From an optimization exercise on the open Yosys and OpenROAD flow, aimed at a short achievable clock period and few clock cycles; shortcuts taken in it are not production practice. Only simulation tests tie the RTL to the original design; equivalence was not proved. Power figures rest on the tool's default switching activity, not on a simulated workload.

File: flow/run.sh
#!/bin/bash
set -euo pipefail
MARGIN=7.6

# 1. standard synthesis, unchanged
bash standard.sh synth > synth.log 2>&1

# 2. floorplan to final layout, with the setup-repair margin
sed "s|\"\${@:-finish}\"|SETUP_SLACK_MARGIN=$MARGIN \"\${@:-finish}\"|" standard.sh > standard_margin.sh
grep -q "SETUP_SLACK_MARGIN=$MARGIN" standard_margin.sh
bash standard_margin.sh finish > layout.log 2>&1
test -f out/final.def
File: standard.sh
#!/bin/bash
# synth_recipe.tcl (not shown) runs the flow's synth.tcl, then flattens the netlist and writes it again
# the make line also repeats each setting of config.mk as NAME=value (left out here)
make -C /OpenROAD-flow-scripts/flow DESIGN_CONFIG=/design/flow/config.mk WORK_HOME=/design/flow/orfs CLKGATE_MAP_FILE= SYNTH_SCRIPT=/design/flow/synth_recipe.tcl "${@:-finish}"
File: config.mk
export PLATFORM = sky130hd
export DESIGN_NAME = rv32i
export DESIGN_NICKNAME = rv32i
export VERILOG_FILES = /design/flow/design.v
export SDC_FILE = /design/flow/constraint.sdc
export NUM_CORES = 4
export LEC_CHECK = 0
export CAP_MARGIN = 20
export CORE_MARGIN = 2
export CORE_UTILIZATION = 40
export SLEW_MARGIN = 20
export TNS_END_PERCENT = 5
File: constraint.sdc
create_clock -name core_clock -period 11.0 [get_ports {clk}]
set_input_delay 2.2000 -clock core_clock [delete_from_list [all_inputs] [get_ports {clk}]]
set_output_delay 2.2000 -clock core_clock [all_outputs]
set_load 0.01 [all_outputs]
File: design.v
`timescale 1ns / 1ps
module immgen(
  input i_type, s_type, b_type, u_type, j_type,
  input [31:7] inst,
  output [31:0] imm
);
assign imm = ({32{i_type}} & {{21{inst[31]}}, inst[30:20]}) |
             ({32{s_type}} & {{21{inst[31]}}, inst[30:25], inst[11:7]}) |
             ({32{b_type}} & {{20{inst[31]}}, inst[7], inst[30:25], inst[11:8], 1'b0}) |
             ({32{u_type}} & {inst[31:12], 12'b0}) |
             ({32{j_type}} & {{12{inst[31]}}, inst[19:12], inst[20], inst[30:21], 1'b0});
endmodule
`timescale 1ns / 1ps
module regfile(
    input [4:0] a_rs1,
	output [31:0] rs1,
	input [4:0] a_rs2,
	output [31:0] rs2,
	input [4:0] a_rd,
	input [31:0] rd,
	input we,
	input clk
);
reg [31:0] regfile [31:0];
assign rs1 = a_rs1!=0 ? regfile[a_rs1] : 0;
assign rs2 = a_rs2!=0 ? regfile[a_rs2] : 0;
always @(posedge clk) begin
	if (we)
		regfile[a_rd] <= rd;
end
endmodule
`timescale 1ns / 1ps
module branchcomp (
    input [31:0] a,
    input [31:0] b,
    input br_un,
    output br_eq,
	output br_lt
);
wire [32:0] as = {~br_un & a[31], a};
wire [32:0] bs = {~br_un & b[31], b};
assign br_eq = a == b;
assign br_lt = $signed(as) < $signed(bs);
endmodule
`timescale 1ns / 1ps
module alu (
    input [31:0] a, b,
    input sub,           
    input arith,         
    input sel_add, sel_sll, sel_sr, sel_slt, sel_xor, sel_or, sel_and,
    input lt,            
    output [31:0] sum,
    output [31:0] result
);
wire [31:0] sum_a = a + b;
wire [31:0] sum_s = a - b;
assign sum = sub ? sum_s : sum_a;
wire [31:0] sll = a << b[4:0];
wire [32:0] sr = $signed({arith & a[31], a}) >>> b[4:0];
assign result = ({32{sel_add & ~sub}} & sum_a) |
                ({32{sub}} & sum_s) |
                ({32{sel_sll}} & sll) |
                ({32{sel_sr}}  & sr[31:0]) |
                ({32{sel_slt}} & {31'b0, lt}) |
                ({32{sel_xor}} & (a ^ b)) |
                ({32{sel_or}}  & (a | b)) |
                ({32{sel_and}} & (a & b));
endmodule
`timescale 1ns / 1ps
module loadstoreunit(
    input [2:0] st_funct3,
    input [1:0] st_addr,
    input [31:0] st_data,
    input st_en,
    output [31:0] st_wdata,
    output [3:0] st_we,
    input [2:0] ld_funct3,
    input [1:0] ld_addr,
    output [11:0] ld_sel_next,
    input [11:0] ld_sel,
    input [31:0] data_rdata,
    output [31:0] ld_data
);
assign st_wdata = (st_funct3[1:0] == 2'b00) ? {4{st_data[7:0]}} :
                  (st_funct3[1:0] == 2'b01) ? {2{st_data[15:0]}} :
                  st_data;
wire [3:0] we_b = 4'b0001 << st_addr;
wire [3:0] we_h = st_addr[1] ? 4'b1100 : 4'b0011;
assign st_we = ~st_en ? 4'b0000 :
               (st_funct3[1:0] == 2'b00) ? we_b :
               (st_funct3[1:0] == 2'b01) ? we_h :
               4'b1111;
wire ld_b = ld_funct3[1:0] == 2'b00;
wire ld_h = ld_funct3[1:0] == 2'b01;
wire ld_w = ~ld_b & ~ld_h;
wire ld_s = ~ld_funct3[2];
wire [3:0] lane_b = 4'b0001 << ld_addr;
wire [3:0] lane_h = ld_addr[1] ? 4'b0100 : 4'b0001;
wire [3:0] b0_n = ld_b ? lane_b : ld_h ? lane_h : 4'b0001;
wire [1:0] b1_n = ld_w ? 2'b01 : ld_h ? (ld_addr[1] ? 2'b10 : 2'b01) : 2'b00;
wire [3:0] e_n = ~ld_s ? 4'b0000 : ld_b ? lane_b : ld_h ? (ld_addr[1] ? 4'b1000 : 4'b0010) : 4'b0000;
assign ld_sel_next = {ld_b, ld_w, e_n, b1_n, b0_n};
wire [3:0] b0 = ld_sel[3:0];
wire [1:0] b1 = ld_sel[5:4];
wire [3:0] e  = ld_sel[9:6];
wire sel_w = ld_sel[10];
wire sel_b = ld_sel[11];
wire [7:0] lane0 = data_rdata[7:0];
wire [7:0] lane1 = data_rdata[15:8];
wire [7:0] lane2 = data_rdata[23:16];
wire [7:0] lane3 = data_rdata[31:24];
wire ext = (e[0] & lane0[7]) | (e[1] & lane1[7]) | (e[2] & lane2[7]) | (e[3] & lane3[7]);
wire [7:0] byte0 = ({8{b0[0]}} & lane0) | ({8{b0[1]}} & lane1) | ({8{b0[2]}} & lane2) | ({8{b0[3]}} & lane3);
wire [7:0] byte1 = ({8{b1[0]}} & lane1) | ({8{b1[1]}} & lane3) | {8{ext & sel_b}};
wire [7:0] byte2 = ({8{sel_w}} & lane2) | {8{ext}};
wire [7:0] byte3 = ({8{sel_w}} & lane3) | {8{ext}};
assign ld_data = {byte3, byte2, byte1, byte0};
endmodule
`timescale 1ns / 1ps
module controlunit(
	input [4:0] opcode,
	input [2:0] funct3,
	input funct7,
	input [4:0] rd,
	output is_load, is_store, is_branch, is_jal, is_jalr, is_sys, is_addi,
	output uses_rs1, uses_rs2,
	output wen,
	output i_type, s_type, b_type, u_type, j_type,
	output a_pc, a_zero, b_imm,
	output sub, arith, cmp_un,
	output sel_add, sel_sll, sel_sr, sel_slt, sel_xor, sel_or, sel_and, sel_link
);
localparam [4:0] LOAD = 5'b00000;
localparam [4:0] OP_IMM = 5'b00100;
localparam [4:0] AUIPC = 5'b00101;
localparam [4:0] STORE = 5'b01000;
localparam [4:0] OP = 5'b01100;
localparam [4:0] LUI = 5'b01101;
localparam [4:0] BRANCH = 5'b11000;
localparam [4:0] JALR = 5'b11001;
localparam [4:0] JAL = 5'b11011;
localparam [4:0] SYSTEM = 5'b11100;
wire op     = opcode == OP;
wire op_imm = opcode == OP_IMM;
wire lui    = opcode == LUI;
wire auipc  = opcode == AUIPC;
wire alu_op = op | op_imm;
assign is_load   = opcode == LOAD;
assign is_store  = opcode == STORE;
assign is_branch = opcode == BRANCH;
assign is_jal    = opcode == JAL;
assign is_jalr   = opcode == JALR;
assign is_sys    = opcode == SYSTEM;
assign is_addi   = op_imm & (funct3 == 3'b000);
assign uses_rs1 = alu_op | is_load | is_store | is_branch | is_jalr;
assign uses_rs2 = op | is_store | is_branch;
assign wen = (alu_op | lui | auipc | is_load | is_jal | is_jalr) & (rd != 5'd0);
assign i_type = op_imm | is_load | is_jalr;
assign s_type = is_store;
assign b_type = is_branch;
assign u_type = lui | auipc;
assign j_type = is_jal;
assign a_pc   = auipc;
assign a_zero = lui;
assign b_imm  = ~(op | is_branch);
assign sub    = op & funct7 & (funct3 == 3'b000);
assign arith  = funct7;
assign cmp_un = is_branch ? funct3[1] : funct3[0];
assign sel_add  = (alu_op & (funct3 == 3'b000)) | is_load | is_store | lui | auipc;
assign sel_sll  = alu_op & (funct3 == 3'b001);
assign sel_slt  = alu_op & (funct3[2:1] == 2'b01);
assign sel_xor  = alu_op & (funct3 == 3'b100);
assign sel_sr   = alu_op & (funct3 == 3'b101);
assign sel_or   = alu_op & (funct3 == 3'b110);
assign sel_and  = alu_op & (funct3 == 3'b111);
assign sel_link = is_jal | is_jalr;
endmodule
`timescale 1ns / 1ps
module rv32i(
   input clk,
	input reset,
   input  [31:0] inst_rdata,
   output [31:0] inst_addr,
   input [31:0] data_rdata,
   output [31:0] data_addr,
   output [31:0] data_wdata,
   output [3:0] data_we,
   output trap
);
reg [31:0] pc_f;
reg [29:0] pc_btb;   
reg [7:0] btb_v;
reg [29:0] btb_tag [0:7];
reg [29:0] btb_tgt [0:7];
reg upd_br, upd_jal, upd_eq, upd_lt, upd_f2, upd_f0, upd_pbtb;
reg [2:0] upd_idx;
reg [29:0] upd_tag;
reg [29:0] upd_tgt;
reg valid_d;
reg [31:0] ir_d;
reg [31:0] pc_d;
reg pred_d;
reg is_load_d, is_store_d, is_branch_d, is_jal_d, is_jalr_d, is_sys_d, is_addi_d;
reg uses_rs1_d, uses_rs2_d, wen_d;
reg a_pc_d, a_zero_d, b_imm_d;
reg sub_d, arith_d, cmp_un_d;
reg sel_add_d, sel_sll_d, sel_sr_d, sel_slt_d, sel_xor_d, sel_or_d, sel_and_d, sel_link_d;
reg [31:0] imm_d;
reg bz_rs1_d, bz_rs2_d;   
reg [31:0] opa_e, opb_e, sd_e, imm_e;
reg [4:0] rd_e;
reg wen_e, is_load_e, is_store_e, is_branch_e, is_jal_e, is_jalr_e, auipc_e, fused_e, addi_e;
reg pred_e, pred_btb_e;
reg [2:0] funct3_e;
reg sub_e, arith_e, cmp_un_e;
reg sel_add_e, sel_sll_e, sel_sr_e, sel_slt_e, sel_xor_e, sel_or_e, sel_and_e, sel_link_e;
reg [31:0] pc_e, link_e, alt_e, target_e;
reg trap_e;
reg trap_m;   
reg br_inv_e;
reg kill_e;
reg wen_m, is_load_m;
reg [4:0] rd_m;
reg [31:0] result_mb;   
reg [11:0] ld_sel_m;
reg [29:0] daddr_m;
reg [3:0] dwe_m;
reg [31:0] dwdata_m;
reg wen_w;
reg [4:0] rd_w;
reg [31:0] value_w;     
assign inst_addr = pc_f;
wire [7:0] btb_hits;
wire [29:0] btb_sel [0:8];
assign btb_sel[0] = 30'b0;
genvar bi;
generate
	for (bi = 0; bi < 8; bi = bi + 1) begin : btb_cmp
		assign btb_hits[bi] = btb_v[bi] & (btb_tag[bi] == pc_btb);
		assign btb_sel[bi+1] = btb_sel[bi] | ({30{btb_hits[bi]}} & btb_tgt[bi]);
	end
endgenerate
wire btb_hit = |btb_hits;
wire [31:0] btb_target = {btb_sel[8], 2'b00};
wire is_load_f, is_store_f, is_branch_f, is_jal_f, is_jalr_f, is_sys_f, is_addi_f;
wire uses_rs1_f, uses_rs2_f, wen_f;
wire i_type_f, s_type_f, b_type_f, u_type_f, j_type_f;
wire a_pc_f, a_zero_f, b_imm_f;
wire sub_f, arith_f, cmp_un_f;
wire sel_add_f, sel_sll_f, sel_sr_f, sel_slt_f, sel_xor_f, sel_or_f, sel_and_f, sel_link_f;
controlunit i_cont (
	.opcode(inst_rdata[6:2]), .funct3(inst_rdata[14:12]), .funct7(inst_rdata[30]), .rd(inst_rdata[11:7]),
	.is_load(is_load_f), .is_store(is_store_f), .is_branch(is_branch_f),
	.is_jal(is_jal_f), .is_jalr(is_jalr_f), .is_sys(is_sys_f), .is_addi(is_addi_f),
	.uses_rs1(uses_rs1_f), .uses_rs2(uses_rs2_f), .wen(wen_f),
	.i_type(i_type_f), .s_type(s_type_f), .b_type(b_type_f), .u_type(u_type_f), .j_type(j_type_f),
	.a_pc(a_pc_f), .a_zero(a_zero_f), .b_imm(b_imm_f),
	.sub(sub_f), .arith(arith_f), .cmp_un(cmp_un_f),
	.sel_add(sel_add_f), .sel_sll(sel_sll_f), .sel_sr(sel_sr_f), .sel_slt(sel_slt_f),
	.sel_xor(sel_xor_f), .sel_or(sel_or_f), .sel_and(sel_and_f), .sel_link(sel_link_f));
wire [31:0] imm_f;
immgen i_imm (
   .i_type(i_type_f), .s_type(s_type_f), .b_type(b_type_f), .u_type(u_type_f), .j_type(j_type_f),
   .inst(inst_rdata[31:7]),
   .imm(imm_f));
wire wen_x = wen_e & ~kill_e;
wire is_load_x = is_load_e & ~kill_e;
wire is_store_x = is_store_e & ~kill_e;
wire is_branch_x = is_branch_e & ~kill_e;
wire is_jal_x = is_jal_e & ~kill_e;
wire is_jalr_x = is_jalr_e & ~kill_e;
wire [4:0] rs1_d = ir_d[19:15];
wire [4:0] rs2_d = ir_d[24:20];
wire [4:0] rd_d  = ir_d[11:7];
wire [2:0] funct3_d = ir_d[14:12];
wire [31:0] target_d = pc_d + imm_d;
wire [31:0] link_d = pc_d + 32'd4;
wire [31:0] rf1, rf2;
regfile i_regf (
   .a_rs1(rs1_d), .a_rs2(rs2_d),
   .rs1(rf1), .rs2(rf2),
   .a_rd(rd_w), .rd(value_w), .we(wen_w),
   .clk(clk));
wire m_hit1 = wen_m & (rd_m == rs1_d);
wire m_hit2 = wen_m & (rd_m == rs2_d);
wire w_hit1 = wen_w & (rd_w == rs1_d);
wire w_hit2 = wen_w & (rd_w == rs2_d);
wire [31:0] m_val = is_load_m ? ld_data : result_mb;
wire [31:0] rs1_val = m_hit1 ? m_val : w_hit1 ? value_w : rf1;
wire [31:0] rs2_val = m_hit2 ? m_val : w_hit2 ? value_w : rf2;
wire e_dep1 = wen_x & (rd_e == rs1_d);
wire e_dep2 = wen_x & (rd_e == rs2_d);
wire stall = valid_d & is_load_x & ((uses_rs1_d & e_dep1) | (uses_rs2_d & e_dep2));
wire fuse_d = is_jalr_d & auipc_e & ~kill_e & e_dep1;
wire [31:0] target_jr = target_e + imm_d;
wire bz_d = addi_e & ((bz_rs1_d & e_dep1) | (bz_rs2_d & e_dep2));
wire addi_zero_e = (opa_e ^ opb_e) == {opa_e[30:0] | opb_e[30:0], 1'b0};
wire bz_taken_d = addi_zero_e ^ funct3_d[0];
wire static_taken_d = bz_d ? bz_taken_d : (is_jal_d | (is_branch_d & ir_d[31]));
wire redirect_tk_d = ~pred_d & static_taken_d;
wire redirect_nt_d = pred_d & bz_d & ~bz_taken_d;
wire redirect_d = valid_d & ~stall & (redirect_tk_d | redirect_nt_d | (~pred_d & fuse_d));
wire pred_taken_d = bz_d ? bz_taken_d : (pred_d | redirect_d);
wire [31:0] a_e = opa_e;
wire [31:0] b_e = opb_e;
wire [31:0] s_e = sd_e;
wire br_eq, br_lt;
branchcomp i_branchcomp (
   .a(a_e), .b(b_e), .br_un(cmp_un_e),
   .br_eq(br_eq), .br_lt(br_lt));
wire [31:0] sum_e, alu_e;
alu i_alu (
   .a(a_e), .b(b_e), .sub(sub_e), .arith(arith_e),
   .sel_add(sel_add_e), .sel_sll(sel_sll_e), .sel_sr(sel_sr_e), .sel_slt(sel_slt_e),
   .sel_xor(sel_xor_e), .sel_or(sel_or_e), .sel_and(sel_and_e),
   .lt(br_lt),
   .sum(sum_e), .result(alu_e));
wire [31:0] addr_e = a_e + imm_e;
wire [31:0] result_e = alu_e | ({32{sel_link_e}} & link_e);
wire cmp_e = funct3_e[2] ? br_lt : br_eq;
wire cond_e = cmp_e ^ funct3_e[0];
wire taken_e = is_jal_x | (is_branch_x & cond_e);
wire mispredict = (is_branch_x & (cmp_e ^ br_inv_e)) | (is_jalr_x & ~fused_e);
wire [31:0] mp_pc = is_jalr_e ? {addr_e[31:1], 1'b0} : alt_e;
wire [31:0] st_wdata;
wire [3:0] st_we;
wire [31:0] ld_data;
wire [11:0] ld_sel_e;
loadstoreunit i_lsu (
   .st_funct3(funct3_e), .st_addr(addr_e[1:0]), .st_data(s_e), .st_en(is_store_x),
   .st_wdata(st_wdata), .st_we(st_we),
   .ld_funct3(funct3_e), .ld_addr(addr_e[1:0]), .ld_sel_next(ld_sel_e),
   .ld_sel(ld_sel_m), .data_rdata(data_rdata),
   .ld_data(ld_data));
assign data_addr = {daddr_m, 2'b00};
assign data_we = dwe_m;
assign data_wdata = dwdata_m;
assign trap = trap_m;
wire go_d = valid_d & ~stall;
wire upd_cond = (upd_f2 ? upd_lt : upd_eq) ^ upd_f0;
wire upd_set = upd_jal | (upd_br & upd_cond);
wire upd_clr = upd_br & ~upd_cond & upd_pbtb;
wire [31:0] pc_next = mispredict ? mp_pc :
                      stall ? pc_f :
                      redirect_d ? (fuse_d ? {target_jr[31:1], 1'b0} : redirect_nt_d ? link_d : target_d) :
                      btb_hit ? btb_target :
                      pc_f + 32'd4;
always @(posedge clk) begin
	if (reset) pc_f <= 32'b0;
	else pc_f <= pc_next;
	pc_btb <= pc_next[31:2];
	if (reset) begin
		upd_br <= 1'b0;
		upd_jal <= 1'b0;
	end else begin
		upd_br <= is_branch_x;
		upd_jal <= is_jal_x;
	end
	upd_eq <= br_eq;
	upd_lt <= br_lt;
	upd_f2 <= funct3_e[2];
	upd_f0 <= funct3_e[0];
	upd_pbtb <= pred_btb_e;
	upd_idx <= pc_e[4:2];
	upd_tag <= pc_e[31:2];
	upd_tgt <= target_e[31:2];
	if (reset) btb_v <= 8'b0;
	else if (upd_set) btb_v[upd_idx] <= 1'b1;
	else if (upd_clr) btb_v[upd_idx] <= 1'b0;
	if (upd_set) begin
		btb_tag[upd_idx] <= upd_tag;
		btb_tgt[upd_idx] <= upd_tgt;
	end
	if (reset | mispredict) valid_d <= 1'b0;
	else if (~stall) valid_d <= ~redirect_d;
	if (~stall) begin
		ir_d <= inst_rdata;
		pc_d <= pc_f;
		pred_d <= btb_hit;
		is_load_d <= is_load_f;
		is_store_d <= is_store_f;
		is_branch_d <= is_branch_f;
		is_jal_d <= is_jal_f;
		is_jalr_d <= is_jalr_f;
		is_addi_d <= is_addi_f;
		is_sys_d <= is_sys_f;
		uses_rs1_d <= uses_rs1_f;
		uses_rs2_d <= uses_rs2_f;
		wen_d <= wen_f;
		a_pc_d <= a_pc_f;
		a_zero_d <= a_zero_f;
		b_imm_d <= b_imm_f;
		sub_d <= sub_f;
		arith_d <= arith_f;
		cmp_un_d <= cmp_un_f;
		sel_add_d <= sel_add_f;
		sel_sll_d <= sel_sll_f;
		sel_sr_d <= sel_sr_f;
		sel_slt_d <= sel_slt_f;
		sel_xor_d <= sel_xor_f;
		sel_or_d <= sel_or_f;
		sel_and_d <= sel_and_f;
		sel_link_d <= sel_link_f;
		imm_d <= imm_f;
		bz_rs1_d <= is_branch_f & (inst_rdata[14:13] == 2'b00) & (inst_rdata[24:20] == 5'd0);
		bz_rs2_d <= is_branch_f & (inst_rdata[14:13] == 2'b00) & (inst_rdata[19:15] == 5'd0) & (inst_rdata[24:20] != 5'd0);
	end
	if (reset | ~go_d) begin
		wen_e <= 1'b0;
		is_load_e <= 1'b0;
		is_store_e <= 1'b0;
		is_branch_e <= 1'b0;
		is_jal_e <= 1'b0;
		is_jalr_e <= 1'b0;
		auipc_e <= 1'b0;
		fused_e <= 1'b0;
		addi_e <= 1'b0;
		trap_e <= 1'b0;
		kill_e <= 1'b0;
	end else begin
		kill_e <= mispredict;
		wen_e <= wen_d;
		is_load_e <= is_load_d;
		is_store_e <= is_store_d;
		is_branch_e <= is_branch_d;
		is_jal_e <= is_jal_d;
		is_jalr_e <= is_jalr_d;
		auipc_e <= a_pc_d;
		fused_e <= fuse_d;
		addi_e <= is_addi_d;
		trap_e <= is_sys_d;
	end
	begin
		opa_e <= (uses_rs1_d & e_dep1) ? result_e : a_zero_d ? 32'b0 : a_pc_d ? pc_d : rs1_val;
		opb_e <= (~b_imm_d & e_dep2) ? result_e : b_imm_d ? imm_d : rs2_val;
		sd_e <= e_dep2 ? result_e : rs2_val;
		imm_e <= imm_d;
		rd_e <= rd_d;
		pred_e <= pred_taken_d;
		br_inv_e <= funct3_d[0] ^ pred_taken_d;
		pred_btb_e <= pred_d;
		funct3_e <= funct3_d;
		sub_e <= sub_d;
		arith_e <= arith_d;
		cmp_un_e <= cmp_un_d;
		sel_add_e <= sel_add_d;
		sel_sll_e <= sel_sll_d;
		sel_sr_e <= sel_sr_d;
		sel_slt_e <= sel_slt_d;
		sel_xor_e <= sel_xor_d;
		sel_or_e <= sel_or_d;
		sel_and_e <= sel_and_d;
		sel_link_e <= sel_link_d;
		pc_e <= pc_d;
		link_e <= link_d;
		alt_e <= pred_taken_d ? link_d : target_d;
		target_e <= target_d;
	end
	if (reset) trap_m <= 1'b0;
	else trap_m <= trap_e & ~kill_e;
	if (reset) begin
		wen_m <= 1'b0;
		is_load_m <= 1'b0;
		dwe_m <= 4'b0;
	end else begin
		wen_m <= wen_x;
		is_load_m <= is_load_x;
		dwe_m <= st_we;
	end
	rd_m <= rd_e;
	result_mb <= result_e;
	ld_sel_m <= ld_sel_e;
	daddr_m <= addr_e[31:2];
	dwdata_m <= st_wdata;
	if (reset) wen_w <= 1'b0;
	else wen_w <= wen_m;
	rd_w <= rd_m;
	value_w <= is_load_m ? ld_data : result_mb;
end
endmodule
==> run summary, run 1 <==
Compared with the post-synthesis result, the final layout area differs by 21.3%. The tools report the number of antenna violations at the first check in global routing as 57. The per-cell via count in the routed design was 6.42. After detailed routing, the number of remaining DRC violations is 0. The number of clock buffers inserted by TritonCTS was 228.

For this run, the leading register cell type out of synthesis is edfxtp_1. The violation count after the first detailed-route iteration was 10200. The cell accounting for the most synthesized area was edfxtp_1. The logs give 537 mm for the first-pass GRT wire length and 0.238 for the worst slew margin relative to its limit. The actual slew at the worst max-slew pin is 1.14 ns, and the total congestion overflow is 0. Yosys mapped a number of flops with a built-in enable equal to 1614. The H-tree was split into 4 levels. The setup check on the worst reg-to-reg path leaves a slack of 7.13 ns. The first detailed-routing pass ran for 7 iterations.

The run gives 0 as the final hold violation count. Setup repair after global routing could not meet its margin everywhere. The floorplan step defined a die boundary enclosing 263000 um^2. The core region is 257000 um^2. The register with the most flip-flops was i_regf.regfile.

The total wire length was 394 mm. The via count is 72200, and the top fanout value on the critical path is 4. The total half-perimeter wirelength after legalization and detailed placement is 251 mm.

Synthesis produced 7118 cells. The tools report the total I/O pin count as 167. Number of max-slew violations in the final report: 0. A synthesized cell averages 14.5 um^2. From bottom edge to top edge, the die measures 513 um.

In this run the tool buffered the top-level ports with 162 buffer cells. The clock drives 2204 sinks. The fraction of post-synthesis cell area in the top cell type by area is 0.468. In this design, the stage delay of the slowest critical-path cell is 0.52 ns. The cell area power density is 167 nW/um^2, and the required time of the worst setup path is 11.78 ns.

The clock root buffer is clkbuf_16. Based on the critical path, the design can be clocked at up to 259 MHz. The register with the most flip-flops in the layout has 1024 of them. The routed wire length per instance came out at 35.1 um. The longest clock path from root to sink contains 3 buffers. The fraction of registers with async set/reset works out to 0. The logs give 0 for the count of endpoints failing setup in the final report and 0.94 ns for the clock latency of the later-clocked register in the worst-skew pair.

For the starting density of the core, the log shows 0.403. The final cycle utilization of the critical path was 0.352. By startpoint and endpoint, the worst setup path is classified as register to register.

The synthesized netlist contains 105 unique library cells. The clock transition at the register clock pins on the worst setup and hold paths after CTS came out at 0.06 ns. The die width is 513 um.

The run gives 11200 as the number of standard cells in the layout, taps in and fillers out. The cell with the most instances after synthesis was edfxtp_1. Ranked by total cell area, the synthesized netlist is headed by edfxtp_1 47%, mux4_2 15%, dfxtp_1 11%, xnor2_1 2.6%, ha_1 2.3%. The worst setup path is launched from a register. Share of post-route cells with drive strength above 1: 0.309. The worst setup path is captured at a register.

The synthesized netlist occupies a cell area of 104000 um^2. Row generation in the floorplan step produced 186 rows. The largest registers in the layout are i_regf.regfile (1024), btb_tag (240), btb_tgt (240).

For this design the static power due to leakage is 43.9 nW. The shortest clock period the worst path allows after layout is 3.87 ns. The logs give 0.288 for the total routing usage reported by global routing and 1.03 for the routability-driven placement congestion ratio.

The flow ran to the end and the layout has no timing, DRC or antenna violations. Among all stages on the critical path, the largest delay is contributed by or4b_4. Counting instances in the post-synthesis netlist gives the leading cell types as 1614 x edfxtp_1, 712 x mux4_2, 590 x dfxtp_1, 393 x nor2_1, 349 x nand2_1. Traced cell by cell, the critical path runs through clkinvlp_4 > ha_4 > nor2_2 > o311a_4 > o31a_1 > o21ai_4 > nor3_4 > or4b_4 > a311o_2 > buf_4 > a221oi_4 > o22ai_1 > and2_1.

For the worst setup path, the data arrival time is 4.65 ns. The detail route stage leaves a number of antenna-violating nets equal to 0. The run gives 109000 um^2 as the placed cell area. The count of warnings emitted by yosys was 2; the sequential element share of the synthesized area was 0.582. Adding up every negative setup slack in the final design gives 0 ns. The tools report the final setup skew as 0.109 ns.

The min-delay analysis places its worst path in the category register to register. With fillers left out, the area of the finished cells amounts to 126000 um^2. Entering global routing, the biggest net connects 89 pins.

TritonCTS built the clock tree. The via count of the first global-routing pass was 68200. For the total placed cells including tap cells, the log shows 10400.

IR analysis of the VDD net gives a maximum drop of 0.176 mV. The post-synthesis register bit count is 2204. Across the run, the number of max-cap violations was 0. For this run, the post-layout net count is 7895.
[final timing paths]
kind,depth (start not counted),to,from
worst max register to register,13,pc_f[5],opb_e[1]
worst min register to register,0,upd_tag[23],pc_e[25]
worst max-delay path,13,pc_f[5],opb_e[1]
worst min-delay path,0,upd_tag[23],pc_e[25]
[cell type report]
class | count | area, um^2
Fill cell | 21600 | 132000
Sequential cell | 2204 | 60600
Multi-Input combinational cell | 4284 | 43900
Timing Repair Buffer | 743 | 7990
Clock buffer | 304 | 6540
Tap cell | 3384 | 4230
Clock inverter | 129 | 1600
Inverter | 169 | 693
Antenna cell | 25 | 62.6
[where the power goes]
part	total, W	switching [W]	internal (W)
sequential	0.00966	0.000411	0.00925
clock	0.00824	0.00351	0.00473
combinational	0.00302	0.00175	0.00127
total	0.0209	0.00567	0.0152
[critical path: cells and delay by family (launching register included)]
kind                       cells  cell delay [ns]
adders and majority gates      1             0.31
and+or+nand+nor                4             0.85
AOI/OAI and AO/OA              6             1.90
DFF                            1             0.39
buffers and inverters          2             0.35
[cell usage in the layout, fill, tap and decap left out, types with 81 or more instances in the layout]
| master | Yosys | layout |
|---|---|---|
| ha_1 | 194 | 156 |
| mux4_2 | 712 | 712 |
| xor2_1 | 133 | 125 |
| mux2_2 | 120 | 114 |
| mux2i_1 | 137 | 111 |
| nor2_1 | 393 | 344 |
| nand2_1 | 349 | 346 |
| a21oi_1 | 317 | 277 |
| edfxtp_1 | 1614 | 1614 |
| dfxtp_4 | 0 | 81 |
| o21ai_0 | 219 | 180 |
| inv_1 | 164 | 158 |
| nand4_1 | 100 | 100 |
| xnor2_1 | 309 | 299 |
| nand3_1 | 120 | 113 |
| clkbuf_16 | 0 | 266 |
| buf_4 | 6 | 419 |
| dfxtp_1 | 590 | 459 |
[stage by stage]
step                hold slack [ns]  setup WS [ns]  utilization  power, W
floorplan                     0.310           6.77            -    0.0111
global placement              0.311           4.80        0.425    0.0122
detailed placement            0.312           4.79        0.425    0.0123
CTS                           0.236           7.25        0.474    0.0207
global route                  0.248           7.16        0.488    0.0214
finish                        0.238           7.13        0.489    0.0209
[logic make-up (layout without fill, tap and decap cells)]
kind of cell	count (synthesis)	after routing	synth area share
buffers and inverters	638	1345	0.0244
adder cells (fa/ha/maj)	199	199	0.0244
flip-flops	2204	2204	0.582
XOR/XNOR	442	442	0.0374
AO/OA/AOI/OAI	1290	1293	0.0858
other	1	27	0.0000362
multiplexers	970	970	0.181
AND/OR/NAND/NOR	1374	1378	0.0646
[timing repair]
action                                  4_1_cts  5_1_grt
hold buffers                                  0        0
gates cloned                                 29       25
endpoints found under the setup margin      748      860
pin swaps                                    68       95
buffers inserted                            180      179
resized for setup                           816      322
[per-layer routing]
metal  vias up  part of all wire  track usage
met5         -           0.00029            0
met2      4724              0.45        0.446
met1     37100              0.38        0.386
li1      29300                 -            -
met4        18             0.063        0.145
met3      1036              0.11       0.0573
Testbench counts, summed over its fixed seeds: cycles 137,625.
==> inputs of run 2 (changes only) <==
--- a/design.v
+++ b/design.v
@@ -190,11 +190,12 @@
 reg [31:0] pc_f;
 reg [29:0] pc_btb;   
 reg [7:0] btb_v;
-reg [29:0] btb_tag [0:7];
+localparam TAGW = 10;   
+reg [TAGW-1:0] btb_tag [0:7];
 reg [29:0] btb_tgt [0:7];
 reg upd_br, upd_jal, upd_eq, upd_lt, upd_f2, upd_f0, upd_pbtb;
 reg [2:0] upd_idx;
-reg [29:0] upd_tag;
+reg [TAGW-1:0] upd_tag;
 reg [29:0] upd_tgt;
 reg valid_d;
 reg [31:0] ir_d;
@@ -236,7 +237,7 @@
 genvar bi;
 generate
 	for (bi = 0; bi < 8; bi = bi + 1) begin : btb_cmp
-		assign btb_hits[bi] = btb_v[bi] & (btb_tag[bi] == pc_btb);
+		assign btb_hits[bi] = btb_v[bi] & (btb_tag[bi] == pc_btb[TAGW-1:0]);
 		assign btb_sel[bi+1] = btb_sel[bi] | ({30{btb_hits[bi]}} & btb_tgt[bi]);
 	end
 endgenerate
@@ -298,7 +299,7 @@
 wire bz_taken_d = addi_zero_e ^ funct3_d[0];
 wire static_taken_d = bz_d ? bz_taken_d : (is_jal_d | (is_branch_d & ir_d[31]));
 wire redirect_tk_d = ~pred_d & static_taken_d;
-wire redirect_nt_d = pred_d & bz_d & ~bz_taken_d;
+wire redirect_nt_d = pred_d & ((bz_d & ~bz_taken_d) | ~(is_branch_d | is_jal_d));
 wire redirect_d = valid_d & ~stall & (redirect_tk_d | redirect_nt_d | (~pred_d & fuse_d));
 wire pred_taken_d = bz_d ? bz_taken_d : (pred_d | redirect_d);
 wire [31:0] a_e = opa_e;
@@ -320,8 +321,9 @@
 wire cmp_e = funct3_e[2] ? br_lt : br_eq;
 wire cond_e = cmp_e ^ funct3_e[0];
 wire taken_e = is_jal_x | (is_branch_x & cond_e);
-wire mispredict = (is_branch_x & (cmp_e ^ br_inv_e)) | (is_jalr_x & ~fused_e);
-wire [31:0] mp_pc = is_jalr_e ? {addr_e[31:1], 1'b0} : alt_e;
+wire tgt_bad_e = (is_branch_x | is_jal_x) & pred_btb_e & pred_e & (pc_d[31:2] != target_e[31:2]);
+wire mispredict = (is_branch_x & (cmp_e ^ br_inv_e)) | (is_jalr_x & ~fused_e) | tgt_bad_e;
+wire [31:0] mp_pc = tgt_bad_e ? pc_e : is_jalr_e ? {addr_e[31:1], 1'b0} : alt_e;
 wire [31:0] st_wdata;
 wire [3:0] st_we;
 wire [31:0] ld_data;
@@ -362,7 +364,7 @@
 	upd_f0 <= funct3_e[0];
 	upd_pbtb <= pred_btb_e;
 	upd_idx <= pc_e[4:2];
-	upd_tag <= pc_e[31:2];
+	upd_tag <= pc_e[TAGW+1:2];
 	upd_tgt <= target_e[31:2];
 	if (reset) btb_v <= 8'b0;
 	else if (upd_set) btb_v[upd_idx] <= 1'b1;
==> flow/run.sh (replaced) <==
#!/bin/bash
# Own layout flow: the standard layout, with the standard synthesis run
# unchanged, and the later steps run with
#  - port buffers of a plain buffer cell (buf_8) instead of the one
#    buffer_ports picks by itself (a clkdlybuf4s50 delay cell).
set -euo pipefail
MARGIN=7.6
PORTBUF=sky130_fd_sc_hd__buf_8

# 1. standard synthesis, unchanged
bash standard.sh synth > synth.log 2>&1

# 2. floorplan to final layout
sed "s|\"\${@:-finish}\"|SETUP_SLACK_MARGIN=$MARGIN BUFFER_PORTS_ARGS=\"-buffer_cell $PORTBUF\" \"\${@:-finish}\"|" standard.sh > standard_margin.sh
grep -q "SETUP_SLACK_MARGIN=$MARGIN BUFFER_PORTS_ARGS=" standard_margin.sh
bash standard_margin.sh finish > layout.log 2>&1
test -f out/final.def
--- a/config.mk
+++ b/config.mk
@@ -8,5 +8,5 @@
 export CAP_MARGIN = 20
 export CORE_MARGIN = 2
 export CORE_UTILIZATION = 40
+export SETUP_SLACK_MARGIN = 0.3
 export SLEW_MARGIN = 20
-export TNS_END_PERCENT = 5
==> run 2 against run 1 <==
Cell area shrank 3.9%. Final cell count shrank 3.5%. First-iteration DRC count shrank 10%. Global-route usage grew 1.3 points. Sequential power shrank 7.9%. Critical endpoint is now opb_e[24]. Highest routed layer unchanged.
==> run summary, run 2 <==
The buffer and inverter count on the worst path is 6 (+4). For the maximum number of buffers from clock root to sink, the log shows 3 (unchanged). The startpoint identified for the worst register-to-register timing path is opb_e[3]. First-pass GRT wire length: 521 mm (-3.0%). The path type of the worst min-delay path was register to register. The run gives 0.451 (-0.011) as the sequential group share of total power. Setup repair after global routing could not meet its margin everywhere.

Dominant synthesized flop cell: edfxtp_1. For the via count of the first global-routing pass, the log shows 67300 (-1.2%). The run gives 103000 um^2 (-5.6%) as the placed cell area. The CTS H-tree depth came out at 4 (unchanged). The number of nets still failing antenna checks after routing is 0 (unchanged), and the final net count is 7755 (-1.8%). The post-synth design cell area was 96100 um^2 (-7.2%).

Among the stages of the critical path, the cell type that occurs most often is buf_4. The setup total negative slack was 0 ns (unchanged). The tools report the clock root buffer as clkbuf_16. The routed wire length per instance was 34.7 um (-1.1%); the required time of the worst setup path was 11.74 ns (-0.04 ns). Internal power contribution: 0.0142 W (-6.7%). The library cell used most frequently in the layout, excluding fill and tap cells, is edfxtp_1. Portion of netlist area occupied by mux cells: 0.189 (+0.00748).

The cell depth of the worst setup path is 17 (+4), and the shortest clock period the worst path allows after layout is 4.15 ns (+0.281 ns). The startpoint of the most critical hold path was ir_d[8]. The run gives 0.91 ns (-0.03 ns) as the clock latency of the later-clocked register in the worst-skew pair.

The count of filler cells inserted in the layout came out at 19900 (-8.0%). The fmax is 241 MHz (-6.8%). Maximum cell stage delay along the critical path: 0.50 ns (-0.02 ns).

The met1 track demand over resource was 0.387 (+0.000748); the count of input and output buffers was 162 (unchanged). TritonCTS built the clock tree. The final hold violation count is 0 (unchanged), and the peak supply drop is 0.149 mV (-15%). The die height was 494 um (-3.6%); the power spent charging and discharging nets was 0.00550 W (-3.1%). The share of synthesized cell area in full adder, half adder and majority cells came out at 0.0263 (+0.00189). The count of endpoints failing setup in the final report is 0 (unchanged). The critical path is of the register to register type. The per-cell via count in the routed design came out at 6.41 (-0.11%).

The cell type of the slowest stage on the worst timing path was or4_4. The fraction of registers with async set/reset is 0 (unchanged), and the number of max-slew violations in the final report is 0 (unchanged). The max-cap violation count was 0 (unchanged); the XOR/XNOR share of the synthesized area was 0.0281 (-0.00932).

The signal on the critical path passes through clkinvlp_4 > buf_12 > ha_4 > buf_4 > buf_12 > buf_4 > or4_4 > a21boi_4 > o22ai_4 > o311ai_4 > o31a_1 > buf_4 > a21oi_2 > a222oi_1 > a31oi_2 > o21a_1 > mux2_2. For the number of remaining DRC errors, the log shows 0 (unchanged). Flip-flop count of the largest register, all copies and words added: 1024 (unchanged).

The kind of start point of the critical path was a register. The run gives 0.177 (+0.032) as the combinational power share. The worst reg2reg path depth is 17 (+4), and the largest net degree at the start of global routing is 85 (-4.5%).

Ranked by total cell area, the synthesized netlist is headed by edfxtp_1 45%, mux4_2 16%, dfxtp_1 11%, ha_1 2.5%, xnor2_1 2.0%. Cell accounting for the most synthesized area: edfxtp_1. The actual slew at the worst max-slew pin is 1.22 ns (+0.0808 ns), and the die width is 494 um (-3.6%). The top cell types in the final layout, fill and taps aside, are 1454 x edfxtp_1, 692 x mux4_2, 445 x buf_4. The largest registers in the layout are i_regf.regfile (1024), btb_tgt (240), btb_tag (80). The cell count after synthesis is 6844 (-3.8%), and the number of clock buffers inserted by TritonCTS is 204 (-11%). The run gives 0.403 (about the same) as the starting density of the core.

For the routability-driven placement congestion ratio, the log shows 1.01 (-2.1%). The global routing stage identified its most utilized layer as met2. Tracing the worst setup path back leads to its startpoint at opb_e[3].

The total design power came out at 0.0197 W (-5.7%). The cell family contributing the most delay on the critical path is compound AO/OA/AOI/OAI gates. The logs give 0.189 (-0.0493) for the worst slew margin relative to its limit and 9184 (-10%) for the violation count after the first detailed-route iteration.

The number of placement rows is 179 (-3.8%), and the top fanout value on the critical path is 5 (+1). The final setup skew was 0.0876 ns (-0.0212 ns). The share of post-route cells with drive strength above 1 was 0.361 (+0.0517); the total I/O pin count was 167 (unchanged). The relative contribution of the clock network to total power was 0.372 (-0.022). Proportion of total power due to net switching: 0.279 (+0.00763). Total wire length: 376 mm (-4.5%). The endpoint arrival time on the critical path is 4.88 ns (+0.23 ns), and the via count is 69600 (-3.6%).

The post-synthesis register bit count came out at 2005 (-9.0%). For the count of warnings emitted by yosys, the log shows 2 (unchanged). For the die outline area, the log shows 244000 um^2 (-7.1%). The reported leakage power is 43.2 nW (-1.6%), and the clock transition at the register clock pins on the worst setup and hold paths after CTS is 0.07 ns (about the same). The fraction of post-synthesis cell area in the top cell type by area is 0.454 (-0.0138). The number of synthesized flops with an enable pin is 1454 (-9.9%), and the number of cells on the worst hold path is 0 (unchanged).

The logs give 239000 um^2 (-7.2%) for the area inside the core boundary and 0 (unchanged) for the total congestion overflow. Register with the most flip-flops: i_regf.regfile. The main combinational cell family by area after synthesis was multiplexers. The total half-perimeter wirelength after legalization and detailed placement is 233 mm (-7.4%), and the cell area power density is 163 nW/um^2 (-1.9%).

The commonest cells after synthesis are 1454 x edfxtp_1, 692 x mux4_2, 551 x dfxtp_1, 445 x nor2_1, 385 x nand2_1. Number of standard cells in the layout, taps in and fillers out: 10900 (-3.5%). The share of synthesized cell area in and, or, nand and nor gates was 0.0647 (about the same); the area growth from synthesis to final layout was 25.6%.

The number of clock sinks is 2005 (-9.0%), and the synthesized area per cell is 14.0 um^2 (-3.5%). The total routing usage reported by global routing was 0.301 (+0.0133). The cell with the most instances after synthesis was edfxtp_1. The sequential element share of the synthesized area is 0.569 (-0.0131), and the number of antenna violations at the first check in global routing is 24 (-58%).

The worst setup path is captured at a register. The total iterations of the first detailed-routing run is 6 (-1), and the met3 routing resource usage after global routing is 0.0771 (+0.0197). The final cycle utilization of the critical path was 0.377 (+0.0256). The share of the synthesized area in compound gates (AO/OA/AOI/OAI) is 0.0968 (+0.0110). The logs give 93 (-11%) for the number of distinct library cell variants in the gate-level netlist after synthesis and 9901 (-4.5%) for the total placed cells including tap cells.

The summed area of non-filler cells in the final layout is 121000 um^2 (-3.9%). The run finished with no timing, DRC or antenna violations. The fraction of met2 tracks used by global routing came out at 0.468 (+0.0225).
-- run 2: what timing repair did --
action | CTS | global route
hold buffers | 0 | 0
gates resized for setup | 847 | 313
cloned | 46 | 6
buffers inserted | 380 | 118
endpoints found under the setup margin | 490 | 367
pin swaps | 155 | 155
-- run 2: area by class of cell --
cell class / instances / area, um^2 / share of cell area
Antenna cell: 15 / 37.5 / 0.000311
Sequential cell: 2005 / 55000 / 0.456
Multi-Input combinational cell: 4187 / 43100 / 0.357
Clock buffer: 247 / 5410 / 0.0448
Timing Repair inverter: 3 / 26.3 / 0.000218
Clock inverter: 138 / 1710 / 0.0142
Tap cell: 3167 / 3960 / 0.0328
Timing Repair Buffer: 878 / 10500 / 0.0871
Inverter: 211 / 887 / 0.00735
-- run 2: worst reg2reg max path: stages (launching register included) --
cell	delay [ns]
dfxtp_4	0.38
clkinvlp_4	0.13
buf_12	0.14
ha_4	0.23
buf_4	0.14
buf_12	0.12
buf_4	0.13
or4_4	0.50
a21boi_4	0.18
o22ai_4	0.12
o311ai_4	0.36
o31a_1	0.27
buf_4	0.14
a21oi_2	0.05
a222oi_1	0.36
a31oi_2	0.22
o21a_1	0.25
mux2_2	0.26
-- run 2: power by group through the flow --
stage | combinational (W) | clock (W) | sequential, W
floorplan | 0.00152 | 0 | 0.00888
global placement | 0.00252 | 0 | 0.00908
detailed placement | 0.00254 | 0 | 0.00908
CTS | 0.00317 | 0.00741 | 0.00888
global route | 0.00360 | 0.00770 | 0.00892
finish | 0.00348 | 0.00735 | 0.00890
-- run 2: kinds of logic after synthesis --
logic type      count (synthesis)
other cells                     1
simple gates                 1345
buf+inv                       656
mux                           935
flops                        2005
xor+xnor                      308
compound gates               1395
fa+ha+maj                     199
-- run 2: final timing paths --
path,end,slack (ns)
max,opb_e[24],6.85
min,rd_e[1],0.29
max reg2reg,opb_e[24],6.85
min reg2reg,rd_e[1],0.29
-- run 2: routing by layer --
layer | up-vias | share of wire
met5 | - | 0.00022
met4 | 16 | 0.066
met3 | 1014 | 0.11
met2 | 4519 | 0.46
met1 | 35700 | 0.37
li1 | 28400 | -
-- run 2: through the flow --
stage	worst slack, ns	hold slack (ns)	utilization
after floorplan	7.15	0.323	-
after global placement	5.83	0.325	0.432
after detailed placement	5.79	0.327	0.433
after CTS	6.95	0.276	0.496
after global routing	6.80	0.289	0.506
final	6.85	0.286	0.506
Testbench counts of run 2, summed over its fixed seeds: cycles 137,625.
==> inputs of run 3 (changes only) <==
--- a/design.v
+++ b/design.v
@@ -122,7 +122,7 @@
 	input [2:0] funct3,
 	input funct7,
 	input [4:0] rd,
-	output is_load, is_store, is_branch, is_jal, is_jalr, is_sys, is_addi,
+	output is_load, is_store, is_branch, is_jal, is_jalr, is_sys,
 	output uses_rs1, uses_rs2,
 	output wen,
 	output i_type, s_type, b_type, u_type, j_type,
@@ -151,7 +151,6 @@
 assign is_jal    = opcode == JAL;
 assign is_jalr   = opcode == JALR;
 assign is_sys    = opcode == SYSTEM;
-assign is_addi   = op_imm & (funct3 == 3'b000);
 assign uses_rs1 = alu_op | is_load | is_store | is_branch | is_jalr;
 assign uses_rs2 = op | is_store | is_branch;
 assign wen = (alu_op | lui | auipc | is_load | is_jal | is_jalr) & (rd != 5'd0);
@@ -201,16 +200,15 @@
 reg [31:0] ir_d;
 reg [31:0] pc_d;
 reg pred_d;
-reg is_load_d, is_store_d, is_branch_d, is_jal_d, is_jalr_d, is_sys_d, is_addi_d;
+reg is_load_d, is_store_d, is_branch_d, is_jal_d, is_jalr_d, is_sys_d;
 reg uses_rs1_d, uses_rs2_d, wen_d;
 reg a_pc_d, a_zero_d, b_imm_d;
 reg sub_d, arith_d, cmp_un_d;
 reg sel_add_d, sel_sll_d, sel_sr_d, sel_slt_d, sel_xor_d, sel_or_d, sel_and_d, sel_link_d;
 reg [31:0] imm_d;
-reg bz_rs1_d, bz_rs2_d;   
 reg [31:0] opa_e, opb_e, sd_e, imm_e;
 reg [4:0] rd_e;
-reg wen_e, is_load_e, is_store_e, is_branch_e, is_jal_e, is_jalr_e, auipc_e, fused_e, addi_e;
+reg wen_e, is_load_e, is_store_e, is_branch_e, is_jal_e, is_jalr_e, auipc_e, fused_e;
 reg pred_e, pred_btb_e;
 reg [2:0] funct3_e;
 reg sub_e, arith_e, cmp_un_e;
@@ -227,8 +225,10 @@
 reg [29:0] daddr_m;
 reg [3:0] dwe_m;
 reg [31:0] dwdata_m;
-reg wen_w;
-reg [4:0] rd_w;
+reg wen_w, wen_w2, wen_w3;
+reg [4:0] rd_w, rd_w2, rd_w3;
+reg [31:0] value_w2, value_w3;   
+reg [31:0] rf1_d, rf2_d;          
 reg [31:0] value_w;     
 assign inst_addr = pc_f;
 wire [7:0] btb_hits;
@@ -243,7 +243,7 @@
 endgenerate
 wire btb_hit = |btb_hits;
 wire [31:0] btb_target = {btb_sel[8], 2'b00};
-wire is_load_f, is_store_f, is_branch_f, is_jal_f, is_jalr_f, is_sys_f, is_addi_f;
+wire is_load_f, is_store_f, is_branch_f, is_jal_f, is_jalr_f, is_sys_f;
 wire uses_rs1_f, uses_rs2_f, wen_f;
 wire i_type_f, s_type_f, b_type_f, u_type_f, j_type_f;
 wire a_pc_f, a_zero_f, b_imm_f;
@@ -252,7 +252,7 @@
 controlunit i_cont (
 	.opcode(inst_rdata[6:2]), .funct3(inst_rdata[14:12]), .funct7(inst_rdata[30]), .rd(inst_rdata[11:7]),
 	.is_load(is_load_f), .is_store(is_store_f), .is_branch(is_branch_f),
-	.is_jal(is_jal_f), .is_jalr(is_jalr_f), .is_sys(is_sys_f), .is_addi(is_addi_f),
+	.is_jal(is_jal_f), .is_jalr(is_jalr_f), .is_sys(is_sys_f),
 	.uses_rs1(uses_rs1_f), .uses_rs2(uses_rs2_f), .wen(wen_f),
 	.i_type(i_type_f), .s_type(s_type_f), .b_type(b_type_f), .u_type(u_type_f), .j_type(j_type_f),
 	.a_pc(a_pc_f), .a_zero(a_zero_f), .b_imm(b_imm_f),
@@ -278,7 +278,7 @@
 wire [31:0] link_d = pc_d + 32'd4;
 wire [31:0] rf1, rf2;
 regfile i_regf (
-   .a_rs1(rs1_d), .a_rs2(rs2_d),
+   .a_rs1(inst_rdata[19:15]), .a_rs2(inst_rdata[24:20]),
    .rs1(rf1), .rs2(rf2),
    .a_rd(rd_w), .rd(value_w), .we(wen_w),
    .clk(clk));
@@ -286,22 +286,23 @@
 wire m_hit2 = wen_m & (rd_m == rs2_d);
 wire w_hit1 = wen_w & (rd_w == rs1_d);
 wire w_hit2 = wen_w & (rd_w == rs2_d);
+wire w2_hit1 = wen_w2 & (rd_w2 == rs1_d);
+wire w2_hit2 = wen_w2 & (rd_w2 == rs2_d);
+wire w3_hit1 = wen_w3 & (rd_w3 == rs1_d);
+wire w3_hit2 = wen_w3 & (rd_w3 == rs2_d);
 wire [31:0] m_val = is_load_m ? ld_data : result_mb;
-wire [31:0] rs1_val = m_hit1 ? m_val : w_hit1 ? value_w : rf1;
-wire [31:0] rs2_val = m_hit2 ? m_val : w_hit2 ? value_w : rf2;
+wire [31:0] rs1_val = m_hit1 ? m_val : w_hit1 ? value_w : w2_hit1 ? value_w2 : w3_hit1 ? value_w3 : rf1_d;
+wire [31:0] rs2_val = m_hit2 ? m_val : w_hit2 ? value_w : w2_hit2 ? value_w2 : w3_hit2 ? value_w3 : rf2_d;
 wire e_dep1 = wen_x & (rd_e == rs1_d);
 wire e_dep2 = wen_x & (rd_e == rs2_d);
 wire stall = valid_d & is_load_x & ((uses_rs1_d & e_dep1) | (uses_rs2_d & e_dep2));
 wire fuse_d = is_jalr_d & auipc_e & ~kill_e & e_dep1;
 wire [31:0] target_jr = target_e + imm_d;
-wire bz_d = addi_e & ((bz_rs1_d & e_dep1) | (bz_rs2_d & e_dep2));
-wire addi_zero_e = (opa_e ^ opb_e) == {opa_e[30:0] | opb_e[30:0], 1'b0};
-wire bz_taken_d = addi_zero_e ^ funct3_d[0];
-wire static_taken_d = bz_d ? bz_taken_d : (is_jal_d | (is_branch_d & ir_d[31]));
+wire static_taken_d = is_jal_d | (is_branch_d & ir_d[31]);
 wire redirect_tk_d = ~pred_d & static_taken_d;
-wire redirect_nt_d = pred_d & ((bz_d & ~bz_taken_d) | ~(is_branch_d | is_jal_d));
+wire redirect_nt_d = pred_d & ~(is_branch_d | is_jal_d);
 wire redirect_d = valid_d & ~stall & (redirect_tk_d | redirect_nt_d | (~pred_d & fuse_d));
-wire pred_taken_d = bz_d ? bz_taken_d : (pred_d | redirect_d);
+wire pred_taken_d = pred_d | redirect_d;
 wire [31:0] a_e = opa_e;
 wire [31:0] b_e = opb_e;
 wire [31:0] s_e = sd_e;
@@ -384,7 +385,6 @@
 		is_branch_d <= is_branch_f;
 		is_jal_d <= is_jal_f;
 		is_jalr_d <= is_jalr_f;
-		is_addi_d <= is_addi_f;
 		is_sys_d <= is_sys_f;
 		uses_rs1_d <= uses_rs1_f;
 		uses_rs2_d <= uses_rs2_f;
@@ -404,8 +404,8 @@
 		sel_and_d <= sel_and_f;
 		sel_link_d <= sel_link_f;
 		imm_d <= imm_f;
-		bz_rs1_d <= is_branch_f & (inst_rdata[14:13] == 2'b00) & (inst_rdata[24:20] == 5'd0);
-		bz_rs2_d <= is_branch_f & (inst_rdata[14:13] == 2'b00) & (inst_rdata[19:15] == 5'd0) & (inst_rdata[24:20] != 5'd0);
+		rf1_d <= rf1;
+		rf2_d <= rf2;
 	end
 	if (reset | ~go_d) begin
 		wen_e <= 1'b0;
@@ -416,7 +416,6 @@
 		is_jalr_e <= 1'b0;
 		auipc_e <= 1'b0;
 		fused_e <= 1'b0;
-		addi_e <= 1'b0;
 		trap_e <= 1'b0;
 		kill_e <= 1'b0;
 	end else begin
@@ -429,7 +428,6 @@
 		is_jalr_e <= is_jalr_d;
 		auipc_e <= a_pc_d;
 		fused_e <= fuse_d;
-		addi_e <= is_addi_d;
 		trap_e <= is_sys_d;
 	end
 	begin
@@ -474,8 +472,19 @@
 	ld_sel_m <= ld_sel_e;
 	daddr_m <= addr_e[31:2];
 	dwdata_m <= st_wdata;
-	if (reset) wen_w <= 1'b0;
-	else wen_w <= wen_m;
+	if (reset) begin
+		wen_w <= 1'b0;
+		wen_w2 <= 1'b0;
+		wen_w3 <= 1'b0;
+	end else begin
+		wen_w <= wen_m;
+		wen_w2 <= wen_w;
+		wen_w3 <= wen_w2;
+	end
+	rd_w2 <= rd_w;
+	rd_w3 <= rd_w2;
+	value_w2 <= value_w;
+	value_w3 <= value_w2;
 	rd_w <= rd_m;
 	value_w <= is_load_m ? ld_data : result_mb;
 end
==> run 3 against run 2 <==
Via count barely moved. Core utilization fell by 1.7 points. Cell area rose by 1.5%. Critical path depth did not move. Critical endpoint is now opb_e[27]. Sequential cell count rose by 126. Non-clock buffer count fell by 170. Register-to-register slack improved by 0.46 ns. First-iteration DRC count fell by 2.8%. Sequential share of layout area rose by 1.9 points. Clock-buffer cell count rose by 51. Total power rose by 2.4%. Worst setup slack improved by 0.46 ns.
==> run summary, run 3 <==
The run finished with no timing, DRC or antenna violations. The fraction of post-synthesis cell area in the top cell type by area came out at 0.452 (-0.00204). The fraction of registers with async set/reset is 0 (unchanged). Proportion of total power due to net switching: 0.269 (-0.00947).

The relative contribution of the clock network to total power is 0.385 (+0.013). The worst hold path belongs to the class register to register. The total routing usage reported by global routing came out at 0.278 (-0.0232). The shortest clock period the worst path allows after layout is 3.69 ns (-0.460 ns). The end of the critical path was opb_e[27]. The sequential element share of the synthesized area is 0.575 (+0.00578). The total half-perimeter wirelength after legalization and detailed placement is 222 mm (-4.4%), and the final net count is 7868 (+1.5%).

Power spent charging and discharging nets: 0.00544 W (-1.1%). Count of hold-fix buffers inserted at cts: 0 (unchanged). The tools report the die outline area as 256000 um^2 (+4.6%). In this run the critical register-to-register path is launched from opb_e[1]. The actual slew at the worst max-slew pin works out to 1.00 ns (-0.214 ns).

The number of placement rows was 184 (+2.8%). For the max-cap violation count, the log shows 0 (unchanged). The logs give 0 (unchanged) for the count of endpoints failing setup in the final report and 7.31 ns (+0.460 ns) for the setup slack after layout.

The logs give 11200 (+2.8%) for the number of standard cells in the layout, taps in and fillers out and 6 (unchanged) for the total iterations of the first detailed-routing run. The internal power contribution is 0.0148 W (+3.7%). In the final layout, the registers with the most flip-flops are i_regf.regfile (1024), btb_tgt (240), btb_tag (80). The tools report the total placed cells including tap cells as 10300 (+4.4%). The die height was 506 um (+2.3%). The largest net degree at the start of global routing was 78 (-8.2%); the setup total negative slack was 0 ns (unchanged).

The critical path class was register to register. Count of warnings emitted by yosys: 2 (unchanged). The violation count after the first detailed-route iteration is 8931 (-2.8%). Yosys attributes the largest share of cell area to edfxtp_1 45%, mux4_2 16%, dfxtp_1 12%, ha_1 2.4%, mux2i_1 2.1%. The final setup skew is 0.108 ns (+0.0208 ns), and the via count of the first global-routing pass is 67900 (+0.81%).

The worst reg2reg path depth is 17 (unchanged), and the area of all sequential standard cells is 58100 um^2 (+5.6%). The CTS H-tree depth is 4 (unchanged), and the endpoint arrival time on the critical path is 4.46 ns (-0.42 ns). The per-cell via count in the routed design came out at 6.24 (-2.8%). The number of distinct library cell variants in the gate-level netlist after synthesis was 99 (+6.5%). TritonCTS built the clock tree.

The logs give 7.31 ns (+0.46 ns) for the worst-case register-to-register setup slack and 0 (unchanged) for the number of max-slew violations in the final report. The number of clock sinks was 2131 (+6.3%). The total I/O pin count is 167 (unchanged), and the peak supply drop is 0.175 mV (+18%). The clock transition at the register clock pins on the worst setup and hold paths after CTS works out to 0.07 ns (about the same).

Leading cell type in the layout, fill and taps excluded: edfxtp_1. The combinational power share was 0.153 (-0.024). For the placed cell area, the log shows 107000 um^2 (+4.1%). The cell sitting at the root of the clock tree is a clkbuf_16.

The required time of the worst setup path was 11.78 ns (+0.04 ns); the final cycle utilization of the critical path was 0.335 (-0.0418). The number of clock buffers inserted by TritonCTS is 221 (+8.3%), and the routed wire length per instance is 32.9 um (-5.1%). The area growth from synthesis to layout is 21.8%. STA classifies the critical path startpoint as a register.

The tools report the summed area of non-filler cells in the final layout as 123000 um^2 (+1.5%). In the layout the commonest cells are 1515 x edfxtp_1, 703 x mux4_2, 498 x nor2_1. The worst setup path is captured at a register. The cell count after synthesis came out at 7149 (+4.5%).

The total congestion overflow was 0 (unchanged). Start point of the critical path: opb_e[1]. The share of post-route cells with drive strength above 1 works out to 0.309 (-0.0522).

By count the netlist is led by 1515 x edfxtp_1, 703 x mux4_2, 616 x dfxtp_1, 552 x nor2_1, 373 x nand2_1. The cell area power density was 165 nW/um^2 (+0.89%). The dominant synthesized flop cell is edfxtp_1.

Number of nets still failing antenna checks after routing: 0 (unchanged). The cell with the most instances after synthesis was edfxtp_1. The top fanout value on the critical path is 4 (-1), and the reported leakage power is 43.4 nW (+0.59%).

The fmax is 271 MHz (+12%). The flip-flop count of the largest register, all copies and words added came out at 1024 (unchanged). The largest total area in the synthesized netlist belongs to edfxtp_1.

The maximum number of buffers from clock root to sink was 3 (unchanged); the count of filler cells inserted in the layout was 21300 (+7.0%). The final hold violation count was 0 (unchanged); the count of input and output buffers was 162 (unchanged). The worst slew margin relative to its limit was 0.326 (+0.137). For the sequential group share of total power, the log shows 0.462 (+0.011). Setup repair after global routing could not meet its margin everywhere. The post-synth design cell area came out at 101000 um^2 (+4.7%). More flip-flops sit in one register than any other, and that register is i_regf.regfile.

The area inside the core boundary was 251000 um^2 (+5.1%). The die width came out at 506 um (+2.3%). Multi-input combinational cell area: 43000 um^2 (-0.28%).

The number of cells on the worst hold path works out to 0 (unchanged). The post-synthesis register bit count was 2131 (+6.3%); the number of synthesized flops with an enable pin was 1515 (+4.2%). Routability-driven placement congestion ratio: 0.973 (-3.3%). The run gives 367 mm (-2.4%) as the total wire length.

The logs give 511 mm (-2.0%) for the first-pass GRT wire length and 0.92 ns (about the same) for the clock latency of the later-clocked register in the worst-skew pair. The reg-to-reg endpoint was opb_e[27]. The via count was 69600 (-0.033%); the synthesized area per cell was 14.1 um^2 (+0.20%). The run gives 0.401 (-0.00171) as the starting density of the core. The logs give 4.94 ns (-0.850 ns) for the worst setup timing slack at the placement stage and 15 (-38%) for the number of antenna violations at the first check in global routing.

Number of remaining DRC errors: 0 (unchanged).
run 3: cell count changes in the layout (fill, tap and decap cells not counted), sizes merged, moves of 24 or more:
cell,delta
dfxtp,+65
clkbuf,+66
mux2,-26
edfxtp,+61
buf,-192
nor2,+107
a211oi,+83
mux2i,+69
inv,-43
o211ai,+24
a22oi,-39
run 3: cell families after synthesis:
family / after synthesis / synth area share
mux: 989 / 0.187
xor+xnor: 324 / 0.0282
other cells: 1 / 0.0000373
compound gates: 1416 / 0.0946
simple gates: 1438 / 0.0655
fa+ha+maj: 199 / 0.0251
buf+inv: 651 / 0.0251
flops: 2131 / 0.575
run 3: area by class of cell:
cell class	instances	area share
Sequential cell	2131	0.474
Multi-Input combinational cell	4369	0.351
Timing Repair Buffer	708	0.0717
Clock buffer	298	0.0495
Tap cell	3348	0.0342
Clock inverter	119	0.0125
Inverter	167	0.00589
Timing Repair inverter	5	0.000480
Antenna cell	12	0.000245
run 3: worst max-delay path, cell delays in order (launching register included):
cell	delay [ns]
dfxtp_4	0.41
clkinvlp_4	0.13
buf_12	0.15
ha_4	0.15
or2_1	0.22
o211ai_1	0.17
buf_4	0.17
a2111oi_4	0.07
buf_4	0.18
buf_4	0.13
buf_6	0.11
a211oi_4	0.27
a31oi_4	0.20
a32o_2	0.30
mux2i_1	0.20
nand3_2	0.19
a21o_4	0.28
mux2_4	0.25
run 3: layer usage:
layer / track usage / up-vias / part of all wire
li1: - / 29100 / -
met4: 0.131 / 8 / 0.056
met2: 0.447 / 3772 / 0.47
met5: 0 / - / 0.00016
met1: 0.364 / 35800 / 0.38
met3: 0.0530 / 864 / 0.090
run 3: through the flow:
step / hold slack (ns) / power [W] / utilization
after floorplan: 0.323 / 0.0109 / -
after global placement: 0.324 / 0.0119 / 0.428
after detailed placement: 0.329 / 0.0120 / 0.428
after CTS: 0.319 / 0.0200 / 0.479
after global routing: 0.324 / 0.0208 / 0.489
final: 0.335 / 0.0202 / 0.489
run 3: timing repair:
item	4_1_cts	5_1_grt
gates cloned	43	21
hold endpoints to repair	0	0
buffers inserted	232	91
gates resized for setup	569	207
endpoints found under the setup margin	623	361
pin swaps	106	75
run 3: worst min path at each step:
stage               from     endpoint
2_1_floorplan    pc_e[8]   upd_tag[6]
3_3_place_gp   sel_and_d    sel_and_e
3_5_place_dp     ir_d[7]      rd_e[0]
4_1_cts          sd_e[2]  dwdata_m[2]
5_1_grt          sd_e[2]  dwdata_m[2]
6_report         sd_e[2]  dwdata_m[2]
run 3: power by group through the flow:
stage	clock (W)	combinational, W	sequential (W)
2_1_floorplan	0	0.00156	0.00931
3_3_place_gp	0	0.00244	0.00951
3_5_place_dp	0	0.00244	0.00952
4_1_cts	0.00787	0.00286	0.00932
5_1_grt	0.00819	0.00321	0.00936
6_report	0.00777	0.00309	0.00933
Testbench counts of run 3, summed over its fixed seeds: cycles 139,476.
==> inputs of run 4 (changes only) <==
--- a/flow/run.sh
+++ b/flow/run.sh
@@ -4,7 +4,7 @@
 #  - port buffers of a plain buffer cell (buf_8) instead of the one
 #    buffer_ports picks by itself (a clkdlybuf4s50 delay cell).
 set -euo pipefail
-MARGIN=7.6
+MARGIN=8.0
 PORTBUF=sky130_fd_sc_hd__buf_8
 
 # 1. standard synthesis, unchanged
==> run 4 against run 3 <==
Clock power down 2%. Global-route usage is 0.90 points higher. Maximum frequency shrank 8.3%. Sequential cell count did not move. Critical endpoint is now pc_f[17].
==> run summary, run 4 <==
The number of max-slew violations in the final report came out at 0 (unchanged). The path type of the worst min-delay path is register to register. The area inside the core boundary came out at 251000 um^2 (unchanged). The fraction of registers with async set/reset came out at 0 (unchanged).

The logs give 523 mm (+2.5%) for the first-pass GRT wire length and 101000 um^2 (unchanged) for the post-synth design cell area. The sequential group share of total power was 0.461 (about the same). The routed wire length per instance is 33.7 um (+2.5%), and the flip-flop count of the largest register, all copies and words added is 1024 (unchanged). The die height came out at 506 um (unchanged). The maximum number of buffers from clock root to sink was 3 (unchanged); the actual slew at the worst max-slew pin was 1.18 ns (+0.176 ns). The run gives 0.0148 W (+0.25%) as the internal power contribution. The logs give 0.168 mV (-4.2%) for the peak supply drop and 9 (+3) for the total iterations of the first detailed-routing run. The clock latency of the later-clocked register in the worst-skew pair was 0.90 ns (-0.02 ns); the largest net degree at the start of global routing was 65 (-17%).

The run gives 0.212 (-0.114) as the worst slew margin relative to its limit. The run gives 0.00550 W (+1.1%) as the power spent charging and discharging nets. The clock root buffer is clkbuf_16. TritonCTS built the clock tree.

The routability-driven placement congestion ratio came out at 0.978 (+0.49%). Final net count: 8022 (+2.0%). The run gives 0.287 (+0.00896) as the total routing usage reported by global routing.

The worst setup path is of the register to register kind. The run finished with no timing, DRC or antenna violations. Setup repair after global routing could not meet its margin everywhere.

The count of input and output buffers works out to 162 (unchanged). The synthesized area per cell works out to 14.1 um^2 (unchanged). The tools report the combinational power share as 0.163 (+0.010).

The maximum cell stage delay along the critical path came out at 0.56 ns (+0.15 ns). Leading cell type in the layout, fill and taps excluded: edfxtp_1. The number of synthesized flops with an enable pin is 1515 (unchanged). For the summed area of non-filler cells in the final layout, the log shows 127000 um^2 (+3.6%).
-- run 4: cell types whose count changed in the layout (fill, tap and decap cells not counted), sizes merged, moves of 2 or more --
cell / previous run / this run
buf: 666 / 829
diode: 12 / 9
inv: 172 / 175
clkinvlp: 8 / 10
clkbuf: 319 / 291
bufinv: 23 / 27
-- run 4: layer usage --
metal	share of wire	global-route usage	routed length (um)
met3	0.11	0.0638	40900
met1	0.37	0.374	141000
met2	0.46	0.455	177000
met4	0.058	0.136	22200
met5	0.00011	0	42
-- run 4: cell families after synthesis --
| kind of cell | after synthesis | share of synthesized area |
|---|---|---|
| buf+inv | 651 | 0.0251 |
| other cells | 1 | 0.0000373 |
| fa+ha+maj | 199 | 0.0251 |
| flops | 2131 | 0.575 |
| compound gates | 1416 | 0.0946 |
| mux | 989 | 0.187 |
| xor+xnor | 324 | 0.0282 |
| simple gates | 1438 | 0.0655 |
-- run 4: worst max-delay path, delay by kind of cell, from the launching register on --
kind | cells | cell delay (ns)
muxes | 1 | 0.19
adders and majority gates | 1 | 0.43
AOI/OAI and AO/OA | 6 | 1.61
buffers and inverters | 6 | 0.86
DFF | 1 | 0.56
and+or+nand+nor | 2 | 0.23
-- run 4: path summary, 6_finish.rpt --
| check | from | to | depth (start not counted) |
|---|---|---|---|
| setup reg to reg | opb_e[24] | pc_f[17] | 16 |
| setup / recovery | opb_e[24] | pc_f[17] | 16 |
| hold reg to reg | value_w2[28] | value_w3[28] | 0 |
| hold / removal | value_w2[28] | value_w3[28] | 0 |
-- run 4: through the flow --
stage               instances  hold slack [ns]  utilization  worst slack (ns)  total power, W
floorplan                7150            0.323            -              6.96          0.0109
global placement        10300            0.326        0.429              4.97          0.0119
detailed placement      10300            0.329        0.429              4.98          0.0120
CTS                     11100            0.298        0.495              7.05          0.0201
global route            11300            0.321        0.506              6.94          0.0208
finish                  11300            0.315        0.506              6.98          0.0203
-- run 4: power by group through the flow --
stage               clock network [W]  logic, W  registers, W
detailed placement                  0   0.00244       0.00953
global placement                    0   0.00243       0.00951
CTS                           0.00768   0.00302       0.00936
floorplan                           0   0.00158       0.00931
finish                        0.00761   0.00331       0.00936
global route                  0.00800   0.00343       0.00938
-- run 4: cell type report --
cell class	instances	area [um^2]	area share
timing repair inverter	3	33.8	0.000266
multi-input combinational	4369	44200	0.348
inverter	167	717	0.00565
clock buffer	269	5670	0.0447
sequential	2131	58200	0.458
antenna	9	22.5	0.000177
timing repair buffer	871	12300	0.0966
tap	3348	4190	0.0330
clock inverter	131	1660	0.0131
-- run 4: repair_timing --
item	CTS	global route
buffers inserted	311	134
pin swaps	124	127
resized for setup	881	286
endpoints found under the setup margin	927	493
cloned	106	23

[re-timing with driven ports]
No port has a modelled driver above. Below, the same layouts with a new extraction and two added sets of constraints. Step 1 sets driving cells, clkbuf_16 on the clock port and buf_2 on the other inputs (assumed; they add their load-dependent delay and slew). Step 2 times the ports against the registers' clock, not the clock port: input delays grow and output delays shrink by t, the midpoint of the rising clock arrivals with the driver on. a / b / c = ideal / step 1 / step 2; a / b = the first two.
| run | t (ns) | setup WS [ns] |
|---|---|---|
| run 1 | 0.993 | 7.133 / 7.133 / 6.274 |
| run 2 | 0.948 | 6.852 / 6.852 / 6.498 |
| run 3 | 0.958 | 7.312 / 7.244 / 6.418 |
| run 4 | 0.954 | 6.980 / 6.980 / 6.051 |
After both steps every run listed still meets setup and hold.
